This design comes from an exercise in tuning for small area on the open sky130 flow, not from production work.
The RTL was checked by simulation tests, not by an equivalence proof against the original design.
Power is estimated from default activity; no workload was simulated.

==> design/flow/design.v <==
module async_receiver(clk, rst, RxD, RxD_data_ready, RxD_data);
input clk, rst, RxD;
output RxD_data_ready;    
output [7:0] RxD_data;
reg [12:0] acc;
reg tick;
always @(posedge clk)
if (rst) {tick, acc} <= 14'd0;
else {tick, acc} <= {1'b0, acc} + 14'd151;
reg [1:0] sync_inv;
reg [1:0] cnt_inv;
reg bit_inv;
always @(posedge clk)
if (rst) begin
	sync_inv <= 2'b00;
	cnt_inv <= 2'b00;
	bit_inv <= 1'b0;
end else if (tick) begin
	sync_inv <= {sync_inv[0], ~RxD};
	if ( sync_inv[1] && cnt_inv != 2'b11) cnt_inv <= cnt_inv + 2'h1;
	else if (~sync_inv[1] && cnt_inv != 2'b00) cnt_inv <= cnt_inv - 2'h1;
	if (cnt_inv == 2'b00) bit_inv <= 1'b0;
	else if (cnt_inv == 2'b11) bit_inv <= 1'b1;
end
reg [6:0] pos;
wire sample = tick && (pos[2:0] == 3'b111) && (pos[6:3] != 4'd0);
wire stop_sample = sample && pos[6] && pos[3];
assign RxD_data_ready = pos[6] && pos[4];
always @(posedge clk)
if (rst)
	pos <= 7'd0;
else if (RxD_data_ready)
	pos <= 7'd0;
else if (tick) begin
	if (pos == 7'd0)
		pos <= bit_inv ? 7'd5 : 7'd0;
	else if (stop_sample && bit_inv)
		pos <= 7'd0;
	else
		pos <= pos + 7'd1;
end
reg [7:0] RxD_data;
always @(posedge clk)
if (sample && !stop_sample) RxD_data <= {~bit_inv, RxD_data[7:1]};
endmodule
module strum_bar(
    input clk,
    input rst,
    input [2:0] inst,
    output reg strum_b,
    output reg strum_g,
    output reg drum_foot
    );
reg cnt_0;
reg cnt_1;
reg [1:0] cnt_foot;
wire diff_g = strum_g != inst[0];
wire diff_b = strum_b != inst[1];
wire diff_f = drum_foot != inst[2];
always @(posedge clk)
if (rst) begin
	strum_g <= 1'b0;
	strum_b <= 1'b0;
	drum_foot <= 1'b0;
	cnt_0 <= 1'b0;
	cnt_1 <= 1'b0;
	cnt_foot <= 2'd0;
end else begin
	if (diff_g) begin
		cnt_0 <= ~cnt_0;
		if (cnt_0) strum_g <= inst[0];
	end
	if (diff_b) begin
		cnt_1 <= ~cnt_1;
		if (cnt_1) strum_b <= inst[1];
	end
	if (diff_f) begin
		if (cnt_foot[1]) begin
			drum_foot <= inst[2];
			cnt_foot <= 2'd0;
		end else
			cnt_foot <= cnt_foot + 2'd1;
	end
end
endmodule
module LCD(
    input clk,
    input rst,
    input mode,
    output reg [7:0] CATHODE,
    output reg [3:0] ANODE
    );
reg [15:0] lf;
wire step = (lf == 16'h521E);
always @(posedge clk)
if (rst || step) lf <= 16'd0;
else lf <= {lf[14:0], ~(lf[15] ^ lf[14] ^ lf[12] ^ lf[3])};
reg started;     
reg [1:0] i;     
reg mode_lat;    
always @(posedge clk)
if (rst) begin
	started <= 1'b0;
	i <= 2'd0;
end else if (step) begin
	started <= 1'b1;
	i <= i + 2'd1;
end
always @(posedge clk)
if (step) mode_lat <= mode;
wire [1:0] d = i - 2'd1;    
always @(*) begin
	ANODE = 4'b0000;
	CATHODE = 8'b00000000;
	if (started) begin
		case (d)
		2'd0: ANODE = 4'b0111;
		2'd1: ANODE = 4'b1011;
		2'd2: ANODE = 4'b1101;
		default: ANODE = 4'b1110;
		endcase
		case ({mode_lat, d})
		3'b100: CATHODE = 8'b10000111;  
		3'b101: CATHODE = 8'b10000110;  
		3'b110: CATHODE = 8'b10010010;  
		3'b111: CATHODE = 8'b10000111;  
		3'b000: CATHODE = 8'b10001100;  
		3'b001: CATHODE = 8'b11000111;  
		3'b010: CATHODE = 8'b10001000;  
		default: CATHODE = 8'b10010001;  
		endcase
	end
end
endmodule
module instrument_main(
    input clk,
    input rst,
    input [2:0] btn,
    input RxD,
    input [7:0] sw,
    output reg [4:0] bass,
    output reg [3:0] drum,
    output reg [4:0] guitar,
    output strum_g,
    output strum_b,
    output drum_foot,
    output [7:0] leds,
    output [7:0] CATHODE,
    output [3:0] ANODE
    );
wire RxD_data_ready;
wire [7:0] RxD_data;
reg foot_req;    
reg mode_q;      
wire [2:0] inst = {foot_req, |bass, |guitar};
reg led7;
reg [6:0] led_low;
assign leds = {led7, led_low};
async_receiver receiver(.clk(clk), .rst(rst), .RxD(RxD), .RxD_data_ready(RxD_data_ready), .RxD_data(RxD_data));
strum_bar strum(.clk(clk), .rst(rst), .inst(inst), .strum_b(strum_b), .strum_g(strum_g), .drum_foot(drum_foot));
LCD display(.clk(clk), .rst(rst), .mode(mode_q), .CATHODE(CATHODE), .ANODE(ANODE));
reg [21:0] lf;
wire step = (lf == 22'h29E031);
always @(posedge clk)
if (rst || step) lf <= 22'd0;
else lf <= {lf[20:0], ~(lf[21] ^ lf[20])};
reg [3:0] state_LED;    
always @(posedge clk)
if (rst) state_LED <= 4'd0;
else if (step) state_LED <= state_LED + 4'd1;
always @(posedge clk)
mode_q <= sw[7];
wire b_bass   = btn == 3'b100;
wire b_drum   = btn == 3'b010;
wire b_guitar = btn == 3'b001;
wire b_none   = !(b_bass || b_drum || b_guitar);
wire manual = sw[7];
wire rx_bass   = RxD_data_ready && RxD_data[2:0] == 3'b001;
wire rx_drum   = RxD_data_ready && RxD_data[2:0] == 3'b010;
wire rx_guitar = RxD_data_ready && RxD_data[2:0] == 3'b100;
always @(posedge clk)
if (rst) begin
	bass <= 5'd0;
	drum <= 4'd0;
	guitar <= 5'd0;
	foot_req <= 1'b0;
	led7 <= 1'b0;
end else if (manual) begin
	led7 <= 1'b0;
	if (b_bass) bass <= sw[4:0];
	if (b_drum) begin
		drum <= sw[4:1];
		foot_req <= sw[5];
	end
	if (b_guitar) guitar <= sw[4:0];
	if (b_none) begin
		bass <= 5'd0;
		drum <= 4'd0;
		guitar <= 5'd0;
		foot_req <= 1'b0;
	end
end else begin
	if (RxD_data_ready) led7 <= ~led7;
	if (rx_bass) bass <= RxD_data[7:3];
	if (rx_drum) begin
		drum <= RxD_data[6:3];
		foot_req <= RxD_data[7];
	end
	if (rx_guitar) guitar <= RxD_data[7:3];
end
localparam SEL_NONE = 2'd0, SEL_BASS = 2'd1, SEL_DRUM = 2'd2, SEL_GUITAR = 2'd3;
reg [1:0] sel;
reg sel_strum;
always @(posedge clk)
if (rst) begin
	sel <= SEL_NONE;
	sel_strum <= 1'b0;
end else begin
	sel <= b_bass ? SEL_BASS : b_drum ? SEL_DRUM : b_guitar ? SEL_GUITAR : SEL_NONE;
	sel_strum <= (b_bass && strum_b) || (b_drum && drum_foot) || (b_guitar && strum_g);
end
wire [1:0] pos = state_LED[3] ? ~state_LED[2:1] : state_LED[2:1];
always @(*) begin
	case (sel)
	SEL_BASS:   led_low = {1'b0, sel_strum, bass};
	SEL_DRUM:   led_low = {1'b0, sel_strum, drum, 1'b0};
	SEL_GUITAR: led_low = {1'b0, sel_strum, guitar};
	default:
		if (!state_LED[0]) led_low = 7'b0000000;
		else case (pos)
		2'd0: led_low = 7'b1100000;
		2'd1: led_low = 7'b0011000;
		2'd2: led_low = 7'b0000110;
		default: led_low = 7'b0000001;
		endcase
	endcase
end
endmodule
==> design/flow/run.sh <==
#!/bin/bash
# synth_recipe.tcl (not shown) runs the flow's synth.tcl, then flattens the netlist and writes it again
# the make line also repeats each setting of config.mk as NAME=value (left out here)
make -C /OpenROAD-flow-scripts/flow DESIGN_CONFIG=/design/flow/config.mk WORK_HOME=/design/flow/orfs CLKGATE_MAP_FILE= SYNTH_SCRIPT=/design/flow/synth_recipe.tcl finish
==> design/flow/config.mk <==
export PLATFORM = sky130hd
export DESIGN_NAME = instrument_main
export DESIGN_NICKNAME = instrument_main
export VERILOG_FILES = /design/flow/design.v
export SDC_FILE = /design/flow/constraint.sdc
export NUM_CORES = 4
export LEC_CHECK = 0
export CAP_MARGIN = 20
export CORE_MARGIN = 2
export CORE_UTILIZATION = 40
export SLEW_MARGIN = 20
==> design/flow/constraint.sdc <==
create_clock -name core_clock -period 10.0 [get_ports {clk}]
set_input_delay 2.0000 -clock core_clock [delete_from_list [all_inputs] [get_ports {clk}]]
set_output_delay 2.0000 -clock core_clock [all_outputs]
set_load 0.01 [all_outputs]
==> flow_summary.toml <==
[grt]
grt_pass1_wl_um = 15200
gr-usage-all-layers_pct = 14.6
gr-total-overflow = 0
grt_max_degree = 66
antenna_found_initial = 0
grt_pass1_vias = 3341

[power]
intPower_w = 0.000720
power_frac_seq_pct = 50.6
vdd_drop_max_v = 0.000107
clockPowerShare_pct = 38.9
switching_share_pct = 23.0
switchingPower_w = 0.000215
powerDensity_mw_per_mm2 = 169
power_frac_comb_pct = 10.5
leakagePower_nw = 2.01

[cts]
htreeDepth = 3
insertion_delay_ns = 0.34
cts_tree = "yes"
post-cts-setup-buffer-count = 0
path_clk_slew_ns = 0.07
hold_buffers = 0
root_buffer = "clkbuf_16"
clk_path_buf_depth = 2
cts_sinks = 107
cts_resized = 0
cts_buffers = 9

[route]
drcViolationCount = 0
post_drt_via_cell_ratio = 5.12
antenna_left = 0
dr.pass1.iters = 4
wl_per_cell_um = 12.8
vias = 3507
wirelength_um = 8770
drtIter0Drc = 149

[timing]
final.setup.tns_ns = 0
slew_headroom_pct = 37.0
max_freq_mhz = 235
hold_violations = 0
clock_skew_ns = 0.00726
rsz0062_at_grt = "no"
setup_violations = 0
period_share_pct = 42.6
tightest_slew_ns = 0.945
slew_viol_final = 0
fin_crit_ns = 4.26

[finish]
final_common_cell = "dfxtp_1"
final_cell_mix = "dfxtp_1 (98), clkdlybuf4s50_1 (47), nor2_1 (43)"
area_delta_synth_final_pct = 18.6
n_antenna_cell = 0
drive_above_1_share_pct = 4.24
final_cell_area_mm2 = 0.00553
fin_nets = 568

[floorplanning]
fp.dieH_um = 112
placement_rows = 39
die_x_um = 112
die_area_mm2 = 0.0125
ioPinCount = 51
coreArea_mm2 = 0.0114
start_util_pct = 40.9

[place]
place_area_mm2 = 0.00522
portBuffers = 48
routabilityCongestion = 0.830
dp_hpwl_um = 6400

[worst_hold_path]
min_path_type = "flip-flop to flip-flop"

[synthesis]
ys.flop_type = "dfxtp_1"
syn_nets = 533
async_flop_share_pct = 0
synth_seq_cells = 107
avgSynthCellArea_um2 = 9.29
yosysSeqAreaShare_pct = 47.9
synth_area_mm2 = 0.00466
synth_enable_flop_cells = 9
synthesis.instances = 502
ys_warn_count = 4
synth.distinct_cells = 51

[critical_path]
start_kind = "flip-flop"
path_class = "flip-flop to output port"
setup.worst_path.end_class = "output port"
cp_data_arrival_time_ns = 2.26
cp_data_required_time_ns = 8.00
cp_max_fo = 11

[outcome]
status = "finished clean"

[job]
maxCapViolCount = 0
-- cell families after synthesis --
kind of cell,after synthesis,share of synthesized area [%]
multiplexers,10,2.20
flip-flops,107,47.9
XOR/XNOR,20,3.76
adder cells (fa/ha/maj),17,4.56
AND/OR/NAND/NOR,185,22.3
other,1,0.0804
buffers and inverters,56,4.77
AO/OA/AOI/OAI,106,14.5
-- path summary, 6_finish.rpt --
check / startpoint / endpoint / slack, ns / cells past startpoint
hold reg to reg: mode_q / display.mode_lat / 0.43 / 0
hold / removal: mode_q / display.mode_lat / 0.43 / 0
setup / recovery: state_LED[1] / leds[3] / 5.74 / 4
setup reg to reg: lf[1] / state_LED[3] / 7.92 / 4
-- power by group through the flow --
stage	clock network [W]	registers [W]	logic, W
6_report	0.000363	0.000473	0.0000984
4_1_cts	0.000372	0.000473	0.0000994
3_5_place_dp	0	0.000483	0.0000988
3_3_place_gp	0	0.000482	0.0000973
2_1_floorplan	0	0.000480	0.0000637
5_1_grt	0.000391	0.000477	0.000109
-- final cells by class --
cell class | instances | area (um2)
Fill cell | 1110 | 5880
Clock buffer | 10 | 229
Clock inverter | 6 | 80.1
Tap cell | 143 | 179
Inverter | 31 | 116
Timing Repair Buffer | 49 | 483
Sequential cell | 107 | 2230
Multi-Input combinational cell | 339 | 2210
-- state kept, by name, summed over array words and instances, names as in the netlist, 2 cells and up --
register,count
receiver.sync_inv,2
guitar,5
display.i,2
bass,5
display.lf,16
strum.cnt_foot,2
receiver.pos,7
receiver.RxD_data,8
drum,4
receiver.cnt_inv,2
lf,22
sel,2
state_LED,4
receiver.acc,13
-- cells in the mapped netlist, types with 7 or more instances --
| master | count | area [um2] |
|---|---|---|
| xnor2_1 | 15 | 131 |
| dfxtp_1 | 98 | 1960 |
| nand3b_1 | 8 | 60.1 |
| nand2_1 | 23 | 86.3 |
| and2_1 | 31 | 194 |
| or4_1 | 11 | 82.6 |
| clkbuf_1 | 16 | 60.1 |
| nor2_1 | 43 | 161 |
| edfxtp_1 | 9 | 270 |
| a21oi_1 | 40 | 200 |
| nand2b_1 | 10 | 62.6 |
| nor3_1 | 8 | 40.0 |
| a211oi_1 | 15 | 113 |
| o21ai_0 | 16 | 80.1 |
| ha_1 | 17 | 213 |
| nor2b_1 | 16 | 100 |
| inv_1 | 30 | 113 |
| o221ai_1 | 7 | 61.3 |
| mux2i_1 | 8 | 80.1 |
-- layer usage --
layer / vias up / part of all wire [%] / global-route usage (%)
met5: - / 0 / 0
met1: 1606 / 48 / 19.0
met2: 60 / 46 / 24.2
met4: 0 / 1.4 / 4.31
met3: 9 / 4.8 / 3.76
li1: 1832 / - / -
-- through the flow --
step / power, W / instances / setup WS (ns) / hold WS, ns / utilization [%]
finish: 0.000935 / 685 / 5.74 / 0.427 / 48.5
CTS: 0.000945 / 685 / 5.74 / 0.435 / 48.4
global placement: 0.000579 / 669 / 5.84 / 0.421 / 45.7
floorplan: 0.000544 / 502 / 6.59 / 0.386 / -
detailed placement: 0.000582 / 669 / 5.79 / 0.427 / 45.7
global route: 0.000977 / 685 / 5.54 / 0.424 / 48.5
-- worst max-delay path: stages (launching register included) --
cell	delay (ns)
dfxtp_1	0.51
or3b_2	0.47
a21oi_1	0.24
a221o_1	0.15
clkdlybuf4s50_1	0.55

## port drivers added, routing unchanged
Ports are ideal in the flow. The routed layout listed here was re-timed in OpenROAD.
Step 1: set_driving_cell puts a clkbuf_16 on clk and a buf_2 on each other input, an assumption about the parent block.
Step 2 moves the port delays by t, midway between the first and last clock arrival at a register: inputs arrive t later, outputs are due t later. That takes back most of the time a late clock gives input paths.
Slacks: no drivers / after step 1 / after step 2; pairs: no drivers / after step 1.
t, ns: 0.371
setup slack, ns: 5.738 / 5.701 / 5.768
cell pins on the clock port's net: 1
After both steps setup and hold are still met in this run. For this run, drivers alone change the setup slack by -0.037 ns; drivers and shift together by +0.030 ns.
